Source: an optimization exercise on an open RTL-to-GDS flow (aim: small area, a short achievable clock period and few clock cycles per item). Production flows keep margins and buffers that such runs may drop. Only simulation tests tie the RTL to the original design; equivalence was not proved. No activity file was given, so power comes from the tool's default toggle rates.

==> flow/design.v (outline; a module is shown in full before it is edited, if it fits) <==
// module HW3_FPMUL_754SP: 2510 lines
// module fpm_fa: 6 lines
// module fpm_ha: 6 lines
module HW3_FPMUL_754SP(Clk, Rst, St, FPmplier, FPmcand, Done, Ovf, Unf, FPproduct);
  // ...
==> flow/run.sh <==
#!/bin/bash
# synth_recipe.tcl (not shown) runs the flow's synth.tcl, then flattens the netlist and writes it again
# the make line also repeats each setting of config.mk as NAME=value (left out here)
make -C /OpenROAD-flow-scripts/flow DESIGN_CONFIG=/design/flow/config.mk WORK_HOME=/design/flow/orfs CLKGATE_MAP_FILE= SYNTH_SCRIPT=/design/flow/synth_recipe.tcl finish
==> flow/config.mk <==
export PLATFORM = sky130hd
export DESIGN_NAME = HW3_FPMUL_754SP
export DESIGN_NICKNAME = HW3_FPMUL_754SP
export VERILOG_FILES = /design/flow/design.v
export SDC_FILE = /design/flow/constraint.sdc
export NUM_CORES = 4
export LEC_CHECK = 0
export CAP_MARGIN = 20
export CORE_MARGIN = 2
export CORE_UTILIZATION = 40
export SETUP_SLACK_MARGIN = 0
export SLEW_MARGIN = 20
export SYNTH_HIERARCHICAL = 1
export SYNTH_MINIMUM_KEEP_SIZE = 0
==> flow/constraint.sdc <==
create_clock -name core_clock -period 8.6 [get_ports {Clk}]
set_input_delay 1.7200 -clock core_clock [delete_from_list [all_inputs] [get_ports {Clk}]]
set_output_delay 1.7200 -clock core_clock [all_outputs]
set_load 0.01 [all_outputs]
==> flow_metrics.py, run 1 <==
metrics = {
    "drt": {
        "top_layer": "met4",
        "vias": 13062,
        "met1_length_mm": 21.9,
        "first_pass_iters": 6,
    },
    "logic_synthesis": {
        "synth_top_family_by_area": "adder cells",
        "syn-instance-count": 1636,
        "ys_ff_latch": 82,
        "yosysTopAreaCell": "fa_1",
        "synth_fa_ha_area_frac": 0.399,
    },
    "sta": {
        "layout_setup_ws_ps": 1960,
        "worstMarginPinSlew_ps": 1150,
        "period_minus_slack_ps": 6640,
        "setup_tns_ps": 0,
    },
    "critical_path": {
        "critPathBufInv": 1,
        "cpMostUsedCell": "fa_1",
        "cp-startpoint": "FPmcand[13]",
        "max_stage_delay_ps": 1070,
        "path_cells": "clkdlybuf4s50_1 > ha_1 > a22oi_1 > xnor2_1 > fa_1 > fa_1 > fa_1 > fa_1 > fa_1 > fa_1 > ha_1",
    },
    "pwr": {
        "p_leak_uw": 0.00682,
        "p_total_uw": 7530,
    },
    "cts": {
        "postCtsResizedCells": 0,
        "clk_path_buf_depth": 2,
    },
    "finish": {
        "nets": 2070,
        "clkCellAreaFrac": 0.0169,
        "seq_cells": 82,
        "multi_input_cells": 1327,
        "stdcell_count": 2173,
        "drive_above_1_share": 0.0637,
    },
    "worst_hold_path": {
        "min_to": "Done$_DFF_P_",
    },
    "global_route": {
        "track_usage": 0.250,
        "grt_pass1_vias": 13159,
    },
    "run_status": {
        "status": "complete, no violations",
    },
    "placed_design": {
        "dp_slack_ps": 1630,
    },
    "floorplanning": {
        "rows": 73,
    },
}
Testbench counts, summed over its fixed seeds: cycles 12,000, ops 12,000.
==> inputs of run 2 (changes only) <==
--- a/flow/config.mk
+++ b/flow/config.mk
@@ -8,7 +8,7 @@
 export CAP_MARGIN = 20
 export CORE_MARGIN = 2
 export CORE_UTILIZATION = 40
-export SETUP_SLACK_MARGIN = 0
+export SETUP_SLACK_MARGIN = 2
 export SLEW_MARGIN = 20
 export SYNTH_HIERARCHICAL = 1
 export SYNTH_MINIMUM_KEEP_SIZE = 0
==> run 2 against run 1 <==
  * Maximum frequency up 2.4%
  * Cell area up 0.18%
  * Critical endpoint is now ry[11]$_DFF_P_
  * Cell count unchanged
  * Critical path depth unchanged
  * Sequential power about the same
  * Count of clock-buffer cells in the layout unchanged
  * Flip-flop and latch count unchanged
  * First-iteration DRC count down 1.9%
  * Total power about the same
  * Die area unchanged
==> flow_metrics.py, run 2 <==
metrics = {
    "run_status": {
        "status": "complete, no violations",
    },
    "finish": {
        "regMostFlops": "ry",
        "diodes": 0,
        "multi_input_comb_area_um2": 13600,
        "final_common_cell": "xnor2_1",
        "stdcell_count": 2173,
        "regArea_um2": 1640,
        "mostFrequentLayoutCells": "284 x xnor2_1, 252 x fa_1, 242 x a22oi_1, 105 x ha_1, 101 x clkdlybuf4s50_1",
        "drive_above_1_share": 0.0655,
        "largest_reg_flops": 35,
        "areaGrowthSynthToFinish_pct": 11.2,
        "nets": 2070,
        "nFillCells": 3806,
        "reg_top3": "ry: 35 flops, rx: 34 flops, re0: 9 flops",
    },
    "cts": {
        "numClockSinks": 82,
        "cts_made_buffers": 9,
        "ctsHtreeMaxLevel": 3,
        "root_buffer": "clkbuf_16",
        "clk_pin_slew_ps": 60,
        "cts_hold_buf": 0,
        "clk_path_buf_depth": 2,
        "cts_tree": "done",
    },
    "floorplanning": {
        "rows": 73,
        "die-area_um2": 41900,
        "die_w_um": 205,
        "core_um2": 39700,
        "io_pins": 102,
        "initial_core_util": 0.405,
        "fp.dieH_um": 205,
    },
    "sta": {
        "hold_viol": 0,
        "fmax_mhz": 154,
        "relSlewSlack": 0.236,
        "finalCritPeriodShare": 0.755,
        "drv_slew": 0,
        "worstMarginPinSlew_ps": 1140,
        "setup_tns_ps": 0,
        "rsz0062_at_grt": "no",
        "setup_viol": 0,
        "period_minus_slack_ps": 6490,
    },
    "logic_synthesis": {
        "ys_warn_count": 7,
        "synthTopCellsByCount": "284 x xnor2_1, 252 x fa_1, 242 x a22oi_1",
        "yosysTopAreaCell": "fa_1",
        "syn_nets": 2063,
        "synth_area_leaders": "fa_1 31%, xnor2_1 15%, a22oi_1 11%, dfxtp_1 10%, ha_1 8.4%",
        "synth.most_common_cell": "xnor2_1",
        "synth-edff-count": 0,
        "ys_ff_latch": 82,
        "ys.flop_type": "dfxtp_1",
        "yosysSeqAreaShare": 0.102,
        "async_flop_share": 0,
        "yosysTopAreaCellShare": 0.313,
        "syn-instance-count": 1636,
        "ys_types": 69,
        "syn_area_um2": 16100,
        "avgSynthCellArea_um2": 9.84,
    },
    "pwr": {
        "p_per_area_nw_per_um2": 420,
        "p_leak_uw": 0.00681,
        "ir_drop_mv": 0.224,
    },
    "critical_path": {
        "path_class": "input port to flip-flop",
        "worstSetupStartpointType": "input port",
        "crit_fanout": 17,
        "worstPathArrival_ps": 6750,
        "crit_required_ps": 8860,
        "crit_path_end_kind": "flip-flop",
    },
    "run": {
        "max_cap_viol_count": 0,
    },
    "drt": {
        "first_iter_violations": 1465,
        "drc": 0,
        "vias": 13100,
        "drtAntennaViolNets": 0,
        "routed_wl_mm": 51.4,
        "first_pass_iters": 6,
        "wl_per_cell_um": 23.6,
        "routed_via_density": 6.03,
    },
    "global_route": {
        "overflow": 0,
        "grt_pass1_vias": 13159,
        "antenna_found_initial": 0,
        "grt_pass1_wl_mm": 80.0,
        "grt_max_degree": 43,
        "track_usage": 0.250,
    },
    "placed_design": {
        "dp_hpwl_mm": 39.0,
        "io_buffers": 101,
        "dpl.cell_count": 2157,
        "gp_congestion": 0.908,
    },
    "worst_hold_path": {
        "hold_depth": 2,
        "holdCritPathClass": "input port to flip-flop",
    },
}
## run 2: cell count changes in the layout (fill, tap and decap cells not counted)
cell	change
ha_1	-3
ha_2	+3
inv_2	-4
inv_4	+4
o21ai_2	-2
o21ai_4	+2
## run 2: what timing repair did
| action | in CTS | in global routing |
|---|---|---|
| resized for setup | 0 | 13 |
| endpoints found under the hold margin | 0 | 0 |
| setup buffers | 0 | 0 |
| setup endpoints to repair | 0 | 22 |
## run 2: through the flow
stage	setup WS (ps)	util	power [uW]	hold WS, ps	cell area, um2
finish	2110	0.451	7530	1880	17900
floorplan	2650	-	5090	1790	16100
detailed placement	1630	0.443	7200	2260	17600
global route	2000	0.451	8530	1870	17900
CTS	2030	0.450	7660	1860	17900
global placement	1670	0.443	6920	2250	17600
## run 2: final cells by class
cell class | count | share of cell area
multi-input cells | 1327 | 0.760
clock buffers | 9 | 0.0126
repair buffers | 158 | 0.0803
flip-flops and latches | 82 | 0.0916
inverters | 65 | 0.0142
well taps | 525 | 0.0367
clock inverters | 7 | 0.00426
## run 2: worst max-delay path, stage by stage
cell and delay (ps):
clkdlybuf4s50_1 970, nor2b_1 400, buf_4 200, a22o_1 280
fa_1 570, fa_1 470, fa_1 450, fa_1 490
fa_1 430, fa_1 480, ha_1 270
## run 2: Yosys stat by module, one instance, submodules excluded
module,cells inside,area (um2),flops+latches,times used
HW3_FPMUL_754SP,1351,10700,82,1
fpm_fa,1,20.0,0,251
fpm_ha,1,12.5,0,34
## run 2: report_power, final
group	leakage [uW]	total (uW)	switching (uW)	internal [uW]
Combinational	0.00598	6230	3280	2950
Clock	0.000150	403	196	207
Sequential	0.000685	895	179	716
## run 2: path summary, 6_finish.rpt
kind,start,to,slack [ps]
min,Rst,Done$_DFF_P_,1880
max,FPmcand[0],ry[11]$_DFF_P_,2110
## run 2: logic make-up after synthesis
logic type      Yosys count  share of synthesized area
compound gates          438                      0.195
xor+xnor                308                      0.169
fa+ha+maj               363                      0.399
buf+inv                 227                     0.0554
flops                    82                      0.102
mux                      26                     0.0163
simple gates            192                     0.0630
## run 2: metal layers
metal | up-vias | wire [um] | global-route usage
li1 | 5730 | - | -
met1 | 6542 | 22000 | 0.352
met2 | 751 | 23300 | 0.395
met3 | 77 | 4910 | 0.0474
met4 | 0 | 1150 | 0.0626
met5 | - | 0 | 0
==> inputs of run 3 (changes only) <==
--- a/flow/config.mk
+++ b/flow/config.mk
@@ -8,7 +8,7 @@
 export CAP_MARGIN = 20
 export CORE_MARGIN = 2
 export CORE_UTILIZATION = 40
-export SETUP_SLACK_MARGIN = 2
+export SETUP_SLACK_MARGIN = 3.5
 export SLEW_MARGIN = 20
 export SYNTH_HIERARCHICAL = 1
 export SYNTH_MINIMUM_KEEP_SIZE = 0
==> run 3 against run 2 <==
  * Still clean
  * Clock power is 3% higher
  * Maximum frequency is 21% higher
  * Flip-flop and latch count stayed put
  * Sequential share of layout area is 1.8 points lower
  * Non-clock buffer count is 169 higher
  * Routed wire length is 25% higher
  * Largest cell class unchanged
  * Largest power group unchanged
==> flow_metrics.py, run 3 <==
metrics = {
    "pwr": {
        "sw_frac_of_total": 0.468,
        "p_per_area_nw_per_um2": 441,
        "ir_drop_mv": 0.429,
        "p_sw_uw": 4590,
        "p_seq_frac": 0.094,
        "pwr-share-comb": 0.864,
        "p_clk_frac": 0.042,
        "p_leak_uw": 0.00854,
        "p_int_uw": 5230,
    },
    "logic_synthesis": {
        "synth.most_common_cell": "xnor2_1",
        "ys_types": 69,
        "syn-instance-count": 1636,
        "synth-edff-count": 0,
        "ys_warn_count": 7,
        "yosysTopAreaCell": "fa_1",
        "yosysSeqAreaShare": 0.102,
        "async_flop_share": 0,
        "syn_nets": 2063,
        "synth_area_leaders": "fa_1 31%, xnor2_1 15%, a22oi_1 11%, dfxtp_1 10%, ha_1 8.4%",
        "syn_area_um2": 16100,
        "ys.flop_type": "dfxtp_1",
        "avgSynthCellArea_um2": 9.84,
        "ys_ff_latch": 82,
        "yosysTopAreaCellShare": 0.313,
        "synthTopCellsByCount": "284 x xnor2_1, 252 x fa_1, 242 x a22oi_1",
    },
    "sta": {
        "setup_viol": 0,
        "relSlewSlack": 0.543,
        "drv_slew": 0,
        "finalCritPeriodShare": 0.623,
        "hold_viol": 0,
        "worstMarginPinSlew_ps": 679,
        "fmax_mhz": 187,
        "holdWs_ps": 1650,
        "period_minus_slack_ps": 5360,
        "rsz0062_at_grt": "yes",
        "setup_tns_ps": 0,
    },
    "critical_path": {
        "path_class": "input port to flip-flop",
        "worstPathArrival_ps": 5630,
        "crit_fanout": 7,
        "cpMostUsedCell": "fa_2",
        "worstSetupStartpointType": "input port",
        "crit_required_ps": 8870,
        "max_stage_delay_ps": 640,
        "path_cells": "buf_12 > nand3b_1 > o21ai_4 > buf_12 > buf_12 > buf_8 > a22oi_2 > xnor2_1 > fa_2 > fa_2 > fa_2 > fa_1 > fa_2 > ha_4",
        "crit_path_end_kind": "flip-flop",
        "cp_slowest_cell": "fa_2",
    },
    "floorplanning": {
        "die_w_um": 205,
        "fp.dieH_um": 205,
        "initial_core_util": 0.405,
        "io_pins": 102,
        "rows": 73,
        "core_um2": 39700,
        "die-area_um2": 41900,
    },
    "finish": {
        "drive_above_1_share": 0.361,
        "nets": 2248,
        "stdcell_count": 2352,
        "regMostFlops": "ry",
        "areaGrowthSynthToFinish_pct": 38.4,
        "largest_reg_flops": 35,
        "reg_top3": "ry: 35 flops, rx: 34 flops, re0: 9 flops",
        "fin_area_um2": 22300,
        "mostFrequentLayoutCells": "244 x xnor2_1, 174 x a22oi_1, 134 x buf_4, 130 x fa_2, 122 x fa_1",
        "final_core_util": 0.561,
        "final_common_cell": "xnor2_1",
    },
    "global_route": {
        "track_usage": 0.303,
        "overflow": 0,
        "antenna_found_initial": 0,
        "grt_max_degree": 28,
        "grt_pass1_wl_mm": 94.1,
        "grt_pass1_vias": 15055,
    },
    "placed_design": {
        "io_buffers": 101,
        "gp_congestion": 0.904,
        "dp_hpwl_mm": 37.1,
        "dpl.cell_count": 2132,
        "dpl-instance-area_um2": 18000,
    },
    "cts": {
        "clk_pin_slew_ps": 80,
        "numClockSinks": 82,
        "ctsHtreeMaxLevel": 3,
        "cts_hold_buf": 0,
        "cts_tree": "done",
        "cts_made_buffers": 9,
        "clk_path_buf_depth": 2,
        "root_buffer": "clkbuf_16",
    },
    "drt": {
        "first_iter_violations": 1933,
        "first_pass_iters": 6,
        "vias": 14941,
        "routed_wl_mm": 64.4,
        "routed_via_density": 6.35,
        "drtAntennaViolNets": 0,
        "wl_per_cell_um": 27.4,
        "drc": 0,
    },
    "run_status": {
        "status": "complete, no violations",
    },
    "run": {
        "max_cap_viol_count": 0,
    },
    "worst_hold_path": {
        "holdCritPathClass": "input port to flip-flop",
    },
}
run 3: timing repair:
action	4_1_cts	5_1_grt
endpoints found under the setup margin	101	81
resized for setup	494	144
pin swaps	180	121
cloned	21	2
setup buffers	146	34
run 3: area by class of cell:
| cell class | count | area, um2 |
|---|---|---|
| Multi-Input combinational cell | 1332 | 15500 |
| Tap cell | 525 | 657 |
| Inverter | 65 | 373 |
| Timing Repair Buffer | 327 | 3750 |
| Clock inverter | 7 | 76.3 |
| Clock buffer | 9 | 225 |
| Timing Repair inverter | 4 | 35.0 |
| Sequential cell | 82 | 1650 |
| Antenna cell | 1 | 2.50 |
| Fill cell | 3301 | 17400 |
run 3: worst paths after layout:
path | start | to | cells past startpoint
max | FPmcand[11] | ry[20]$_DFF_P_ | 14
min | FPmcand[6] | rzero$_DFF_P_ | 4
run 3: layer usage:
| metal | routed length (um) | GRT usage | vias up |
|---|---|---|---|
| met5 | 0 | 0 | - |
| met4 | 4440 | 0.170 | 0 |
| met3 | 8330 | 0.100 | 304 |
| met2 | 27900 | 0.463 | 1098 |
| met1 | 23800 | 0.376 | 7406 |
| li1 | - | - | 6133 |
run 3: power groups by stage:
stage	logic (uW)	clock network [uW]	registers, uW
floorplan	4740	0	817
global placement	6610	0	899
detailed placement	6800	0	903
CTS	7950	426	905
global route	9480	435	941
finish	8480	415	922
run 3: modules after synthesis, one instance, submodules excluded:
module | cells | times used | flip-flops and latches | area (um2)
fpm_fa | 1 | 251 | 0 | 20.0
HW3_FPMUL_754SP | 1351 | 1 | 82 | 10700
fpm_ha | 1 | 34 | 0 | 12.5
run 3: worst max-delay path, delay by kind of cell:
kind            cells  cell delay [ps]
simple gates        1              200
fa+ha+maj           6             2760
compound gates      2              150
xor+xnor            1              290
buf+inv             4              520
run 3: cell families (layout without fill, tap and decap cells):
group / Yosys count / after routing / share of synthesized area
AO/OA/AOI/OAI: 438 / 443 / 0.195
XOR/XNOR: 308 / 308 / 0.169
adder cells (fa/ha/maj): 363 / 363 / 0.399
buffers and inverters: 227 / 412 / 0.0554
flip-flops: 82 / 82 / 0.102
multiplexers: 26 / 26 / 0.0163
other: 0 / 1 / 0
AND/OR/NAND/NOR: 192 / 192 / 0.0630
run 3: stage by stage:
stage | setup WS [ps] | power [uW]
after floorplan | 3140 | 5560
after global placement | 1650 | 7510
after detailed placement | 1580 | 7700
after CTS | 3240 | 9280
after global routing | 3200 | 10900
final | 3240 | 9820
==> inputs of run 4 (changes only) <==
--- a/flow/config.mk
+++ b/flow/config.mk
@@ -8,7 +8,7 @@
 export CAP_MARGIN = 20
 export CORE_MARGIN = 2
 export CORE_UTILIZATION = 40
-export SETUP_SLACK_MARGIN = 3.5
+export SETUP_SLACK_MARGIN = 5
 export SLEW_MARGIN = 20
 export SYNTH_HIERARCHICAL = 1
 export SYNTH_MINIMUM_KEEP_SIZE = 0
==> run 4 against run 3 <==
  * Sequential power grew 1%
  * Global-route usage is 1.8 points higher
  * Flip-flop and latch count stayed put
  * First-iteration DRC count decreased by 6.7%
  * Setup slack got worse by 130 ps
  * Synthesized area did not move
  * Clock power about the same
  * Synthesized cell count unchanged
  * Count of clock-buffer cells in the layout stayed put
  * Non-clock buffer count rose by 103
  * Largest cell class unchanged
  * Highest routed layer is now met5
==> flow_metrics.py, run 4 <==
metrics = {
    "logic_synthesis": {
        "yosysSeqAreaShare": 0.102,
        "yosysTopAreaCell": "fa_1",
        "async_flop_share": 0,
        "synth_area_leaders": "fa_1 31%, xnor2_1 15%, a22oi_1 11%, dfxtp_1 10%, ha_1 8.4%",
        "syn_area_um2": 16100,
        "ys.flop_type": "dfxtp_1",
        "syn_nets": 2063,
        "ys_ff_latch": 82,
        "synthTopCellsByCount": "284 x xnor2_1, 252 x fa_1, 242 x a22oi_1",
        "ys_types": 69,
        "ys_warn_count": 7,
        "syn-instance-count": 1636,
        "avgSynthCellArea_um2": 9.84,
        "yosysTopAreaCellShare": 0.313,
        "synth.most_common_cell": "xnor2_1",
        "synth-edff-count": 0,
    },
    "critical_path": {
        "max_stage_delay_ps": 540,
        "worstPathArrival_ps": 5760,
        "crit_path_end_kind": "flip-flop",
        "cp_slowest_cell": "fa_2",
        "cpMostUsedCell": "fa_2",
        "crit_required_ps": 8870,
        "crit_fanout": 6,
        "cpLargestDelayFamily": "adder cells",
        "worstSetupStartpointType": "input port",
        "path_cells": "buf_12 > nand3b_1 > o21ai_4 > buf_12 > buf_16 > a22oi_2 > xnor2_1 > fa_1 > fa_2 > fa_1 > fa_2 > fa_2 > fa_2 > ha_2",
        "critPathBufInv": 3,
        "path_class": "input port to flip-flop",
    },
    "sta": {
        "drv_slew": 0,
        "hold_viol": 0,
        "setup_tns_ps": 0,
        "worstMarginPinSlew_ps": 736,
        "period_minus_slack_ps": 5490,
        "setup_viol": 0,
        "rsz0062_at_grt": "yes",
        "relSlewSlack": 0.508,
        "finalCritPeriodShare": 0.639,
        "fmax_mhz": 182,
    },
    "cts": {
        "numClockSinks": 82,
        "cts_tree": "done",
        "root_buffer": "clkbuf_16",
        "ctsHtreeMaxLevel": 3,
        "cts_hold_buf": 0,
        "clk_pin_slew_ps": 80,
        "cts_made_buffers": 9,
        "clk_path_buf_depth": 2,
    },
    "drt": {
        "wl_per_cell_um": 27.8,
        "drtAntennaViolNets": 0,
        "routed_wl_mm": 68.2,
        "first_pass_iters": 9,
        "routed_via_density": 6.35,
        "first_iter_violations": 1803,
        "vias": 15592,
        "drc": 0,
    },
    "finish": {
        "nets": 2351,
        "diodes": 0,
        "final_common_cell": "xnor2_1",
        "largest_reg_flops": 35,
        "nFillCells": 2966,
        "fin_area_um2": 24700,
        "mostFrequentLayoutCells": "232 x xnor2_1, 162 x a22oi_1, 162 x fa_2, 153 x buf_4, 95 x buf_6",
        "stdcell_count": 2454,
        "reg_top3": "ry: 35 flops, rx: 34 flops, re0: 9 flops",
        "regMostFlops": "ry",
        "drive_above_1_share": 0.492,
        "areaGrowthSynthToFinish_pct": 53.3,
    },
    "pwr": {
        "ir_drop_mv": 0.386,
        "p_total_uw": 11900,
        "p_leak_uw": 0.00941,
        "p_per_area_nw_per_um2": 481,
    },
    "placed_design": {
        "io_buffers": 101,
        "dp_hpwl_mm": 37.5,
        "gp_congestion": 0.866,
        "dpl-instance-area_um2": 18500,
        "dpl.cell_count": 2131,
    },
    "floorplanning": {
        "die-area_um2": 41900,
        "rows": 73,
        "fp.dieH_um": 205,
        "core_um2": 39700,
        "die_w_um": 205,
        "initial_core_util": 0.405,
        "io_pins": 102,
    },
    "global_route": {
        "grt_pass1_vias": 16029,
        "grt_pass1_wl_mm": 100,
        "grt_util_met2": 0.491,
        "overflow": 0,
        "grt_max_degree": 28,
        "antenna_found_initial": 0,
        "track_usage": 0.321,
        "grt.met3_usage": 0.0935,
        "top_usage_layer": "met2",
        "grtUsageMet1": 0.406,
    },
    "run": {
        "max_cap_viol_count": 0,
    },
    "worst_hold_path": {
        "holdCritPathClass": "input port to flip-flop",
    },
    "run_status": {
        "status": "complete, no violations",
    },
}
==> run 4: cell counts after synthesis <==
No cell type changed its count.
==> run 4: worst paths after layout <==
| path | from | to | slack, ps | cells past startpoint |
|---|---|---|---|---|
| max | FPmcand[5] | ry[14]$_DFF_P_ | 3110 | 14 |
| min | FPmcand[15] | rzero$_DFF_P_ | 1690 | 4 |
==> run 4: Yosys stat by module (local to each module, per instance) <==
| module | cell area, um2 | cells | flops+latches |
|---|---|---|---|
| HW3_FPMUL_754SP | 10700 | 1351 | 82 |
| fpm_fa | 20.0 | 1 | 0 |
| fpm_ha | 12.5 | 1 | 0 |
==> run 4: area by class of cell <==
| type | instances | area [um2] | share of cell area |
|---|---|---|---|
| sequential | 82 | 1660 | 0.0674 |
| clock inverter | 7 | 81.3 | 0.00329 |
| timing repair buffer | 430 | 5130 | 0.208 |
| inverter | 65 | 372 | 0.0151 |
| tap | 525 | 657 | 0.0266 |
| multi-input combinational | 1333 | 16500 | 0.670 |
| clock buffer | 9 | 225 | 0.00912 |
| timing repair inverter | 3 | 23.8 | 0.000963 |
==> run 4: tightest hold or removal path: cells and delay by family <==
family | cells | cell delay (ps)
buf+inv | 1 | 90
simple gates | 2 | 120
compound gates | 1 | 70
==> run 4: per-stage QoR <==
stage	setup WS [ps]	hold WS, ps	utilization
after floorplan	3140	1790	-
after global placement	1810	2250	0.465
after detailed placement	1750	2250	0.465
after CTS	3250	1670	0.584
after global routing	3020	1690	0.621
final	3110	1690	0.621
==> run 4: cell families after synthesis <==
group,after synthesis,synth area share
AO/OA/AOI/OAI,438,0.195
flip-flops,82,0.102
multiplexers,26,0.0163
buffers and inverters,227,0.0554
AND/OR/NAND/NOR,192,0.0630
XOR/XNOR,308,0.169
adder cells (fa/ha/maj),363,0.399
==> run 4: per-layer routing <==
metal  wire length (um)  part of all wire
met4               4390             0.064
met3               8250              0.12
met5                 50           0.00073
met2              30100              0.44
met1              25400              0.37
==> run 4: power breakdown <==
group / leakage, uW / switching, uW / internal, uW
clock network: 0.000150 / 203 / 208
registers: 0.000687 / 203 / 729
logic: 0.00857 / 4990 / 5550
==> run 4: what timing repair did <==
| item | 4_1_cts | 5_1_grt |
|---|---|---|
| resized for setup | 754 | 188 |
| setup endpoints to repair | 105 | 104 |
| gates cloned | 29 | 1 |
| pin swaps | 264 | 187 |
| buffers inserted | 210 | 67 |
==> inputs of run 5 (changes only) <==
==> flow/flow/run.sh (new file) <==
#!/bin/bash
set -euo pipefail
export BUFFER_PORTS_ARGS="-buffer_cell sky130_fd_sc_hd__buf_1"
bash standard.sh > standard.log 2>&1
==> flow/standard.sh (new file) <==
#!/bin/bash
# synth_recipe.tcl (not shown) runs the flow's synth.tcl, then flattens the netlist and writes it again
# the make line also repeats each setting of config.mk as NAME=value (left out here)
make -C /OpenROAD-flow-scripts/flow DESIGN_CONFIG=/design/flow/config.mk WORK_HOME=/design/flow/orfs CLKGATE_MAP_FILE= SYNTH_SCRIPT=/design/flow/synth_recipe.tcl "${@:-finish}"
--- a/flow/config.mk
+++ b/flow/config.mk
@@ -8,7 +8,7 @@
 export CAP_MARGIN = 20
 export CORE_MARGIN = 2
 export CORE_UTILIZATION = 40
-export SETUP_SLACK_MARGIN = 5
+export SETUP_SLACK_MARGIN = 2
 export SLEW_MARGIN = 20
 export SYNTH_HIERARCHICAL = 1
 export SYNTH_MINIMUM_KEEP_SIZE = 0
removed: flow/run.sh
==> run 5 against run 4 <==
  * Count of clock-buffer cells in the layout is the same
  * Clock power is 2% lower
  * Routed wire length is 25% lower
  * Global-route usage decreased by 7.1 points
  * Critical endpoint unchanged
  * Utilization is 19 points lower
  * Die area stayed put
  * Setup slack got worse by 820 ps
==> flow_metrics.py, run 5 <==
metrics = {
    "finish": {
        "final_core_util": 0.433,
        "nets": 2057,
        "nFillCells": 3863,
        "drive_above_1_share": 0.0618,
        "regArea_um2": 1640,
        "multi_input_comb_area_um2": 13600,
        "regMostFlops": "ry",
        "stdcell_count": 2162,
        "final_common_cell": "xnor2_1",
        "mostFrequentLayoutCells": "284 x xnor2_1, 252 x fa_1, 242 x a22oi_1, 108 x ha_1, 94 x buf_1",
        "largest_reg_flops": 35,
        "reg_top3": "ry: 35 flops, rx: 34 flops, re0: 9 flops",
        "areaGrowthSynthToFinish_pct": 6.73,
    },
    "logic_synthesis": {
        "ys_types": 69,
        "ys_ff_latch": 82,
        "avgSynthCellArea_um2": 9.84,
        "synthTopCellsByCount": "284 x xnor2_1, 252 x fa_1, 242 x a22oi_1",
        "syn-instance-count": 1636,
        "ys_warn_count": 7,
        "syn_nets": 2063,
        "syn_area_um2": 16100,
        "async_flop_share": 0,
        "synth_area_leaders": "fa_1 31%, xnor2_1 15%, a22oi_1 11%, dfxtp_1 10%, ha_1 8.4%",
        "synth-edff-count": 0,
        "ys.flop_type": "dfxtp_1",
        "yosysSeqAreaShare": 0.102,
        "synth.most_common_cell": "xnor2_1",
        "yosysTopAreaCellShare": 0.313,
        "yosysTopAreaCell": "fa_1",
    },
    "global_route": {
        "overflow": 0,
        "grt_pass1_vias": 13492,
        "antenna_found_initial": 2,
        "grt_max_degree": 35,
        "track_usage": 0.249,
        "grt_pass1_wl_mm": 79.6,
    },
    "cts": {
        "clk_path_buf_depth": 2,
        "ctsHtreeMaxLevel": 3,
        "root_buffer": "clkbuf_16",
        "numClockSinks": 82,
        "cts_made_buffers": 9,
        "cts_tree": "done",
        "clk_pin_slew_ps": 70,
        "cts_setup_buffers": 0,
        "postCtsResizedCells": 0,
        "cts_hold_buf": 0,
    },
    "sta": {
        "holdWs_ps": 1490,
        "setup_tns_ps": 0,
        "relSlewSlack": 0.193,
        "worstMarginPinSlew_ps": 1210,
        "finalCritPeriodShare": 0.734,
        "setup_viol": 0,
        "fmax_mhz": 158,
        "period_minus_slack_ps": 6310,
        "drv_slew": 0,
        "rsz0062_at_grt": "no",
        "hold_viol": 0,
    },
    "floorplanning": {
        "io_pins": 102,
        "initial_core_util": 0.405,
        "core_um2": 39700,
        "die-area_um2": 41900,
        "fp.dieH_um": 205,
        "die_w_um": 205,
        "rows": 73,
    },
    "critical_path": {
        "crit_path_end_kind": "flip-flop",
        "crit_required_ps": 8870,
        "worstPathArrival_ps": 6580,
        "worstSetupStartpointType": "input port",
        "path_class": "input port to flip-flop",
        "crit_fanout": 13,
    },
    "run": {
        "max_cap_viol_count": 0,
    },
    "pwr": {
        "p_per_area_nw_per_um2": 419,
        "p_leak_uw": 0.00650,
        "ir_drop_mv": 0.201,
        "p_total_uw": 7200,
    },
    "drt": {
        "routed_wl_mm": 51.3,
        "wl_per_cell_um": 23.7,
        "routed_via_density": 6.06,
        "first_pass_iters": 7,
        "drc": 0,
        "first_iter_violations": 1245,
        "drtAntennaViolNets": 0,
        "vias": 13103,
    },
    "run_status": {
        "status": "complete, no violations",
    },
    "placed_design": {
        "io_buffers": 101,
        "dpl.cell_count": 2144,
        "gp_congestion": 0.893,
        "dp_hpwl_mm": 37.9,
    },
    "worst_hold_path": {
        "holdCritPathClass": "input port to flip-flop",
    },
}
run 5: cell count changes in the layout (fill, tap and decap cells not counted), sizes merged, moves of 2 or more:
cell,change
buf,-243
clkdlybuf4s50,-21
bufbuf,-11
dlygate4sd2,-8
o21ai,-6
clkdlybuf4s15,-5
clkbuf,+4
inv,-4
diode,+2
run 5: logic make-up after synthesis:
logic type                 synth area share
buffers and inverters                0.0554
and+or+nand+nor                      0.0630
adders and majority gates             0.399
AOI/OAI and AO/OA                     0.195
xor gates and xnor gates              0.169
DFF                                   0.102
muxes                                0.0163
run 5: per-module statistics from Yosys, one instance, submodules excluded:
module	area, um2	cells	copies in the design
HW3_FPMUL_754SP	10700	1351	1
fpm_fa	20.0	1	251
fpm_ha	12.5	1	34
run 5: worst paths after layout:
| path | slack, ps | to | startpoint | cells after the start |
|---|---|---|---|---|
| setup / recovery | 2290 | ry[14]$_DFF_P_ | FPmcand[13] | 13 |
| hold / removal | 1490 | Done$_DFF_P_ | Rst | 2 |
run 5: report_power, final:
| group | internal (uW) | switching (uW) | leakage [uW] | total (uW) |
|---|---|---|---|---|
| Clock | 207 | 197 | 0.000150 | 404 |
| Combinational | 2660 | 3240 | 0.00567 | 5900 |
| Sequential | 716 | 177 | 0.000685 | 893 |
| Total | 3590 | 3610 | 0.00650 | 7200 |
run 5: critical path, stage by stage:
cell and delay (ps):
buf_1 310, nand2b_1 120, o21ai_2 710, buf_4 320, a22oi_1 100, xnor2_1 280
fa_1 510, fa_1 420, fa_1 510, fa_1 430, fa_1 400, fa_1 470
ha_1 280
run 5: cell type report:
cell class,instances,area share
clock buffer,9,0.0131
tap,525,0.0382
clock inverter,7,0.00473
inverter,65,0.0142
timing repair buffer,145,0.0418
antenna,2,0.000291
multi-input combinational,1327,0.792
sequential,82,0.0955
run 5: layer usage:
layer,wire length (um),GRT usage,vias up
li1,-,-,5711
met5,0,0,-
met3,4640,0.0570,92
met1,21900,0.339,6617
met4,1560,0.101,0
met2,23100,0.383,683
run 5: through the flow:
| stage | instance area [um2] | worst slack (ps) |
|---|---|---|
| after global routing | 17200 | 2090 |
| after floorplan | 16100 | 2650 |
| final | 17200 | 2290 |
| after global placement | 16900 | 2030 |
| after detailed placement | 16900 | 1960 |
| after CTS | 17200 | 2370 |

static timing again, ports no longer ideal:
The flow's constraints put no driver on any port. The routed layouts listed below were extracted and timed again, unchanged, in two steps.
Step 1: set_driving_cell puts a clkbuf_16 on Clk and a buf_2 on each other input, an assumption about the parent block.
Step 2 also shifts input and output timing later by t, the mid clock arrival at the registers, as if the neighbouring blocks saw the same clock.
a / b / c = ideal ports / drivers / drivers and shift; a / b = the first two.
run	t, ns	slack for setup (ns)	worst setup path after step 2	clock arrival spread, ns	cell pins on the clock port's net
run 1	0.421	1.955 / 1.965 / 1.544	input to register	0.014 / 0.014	1
run 2	0.421	2.111 / 2.135 / 1.713	input to register	0.015 / 0.015	1
run 3	0.431	3.240 / 3.241 / 2.810	input to register	0.017 / 0.017	1
run 4	0.420	3.106 / 3.115 / 2.694	input to register	0.014 / 0.015	1
run 5	0.426	2.289 / 2.305 / 1.879	input to register	0.012 / 0.013	1
After both steps setup and hold are still met in every run listed. The setup slack of run 3, which loses most, moves by +0.001 ns with the drivers and by -0.430 ns with both steps.
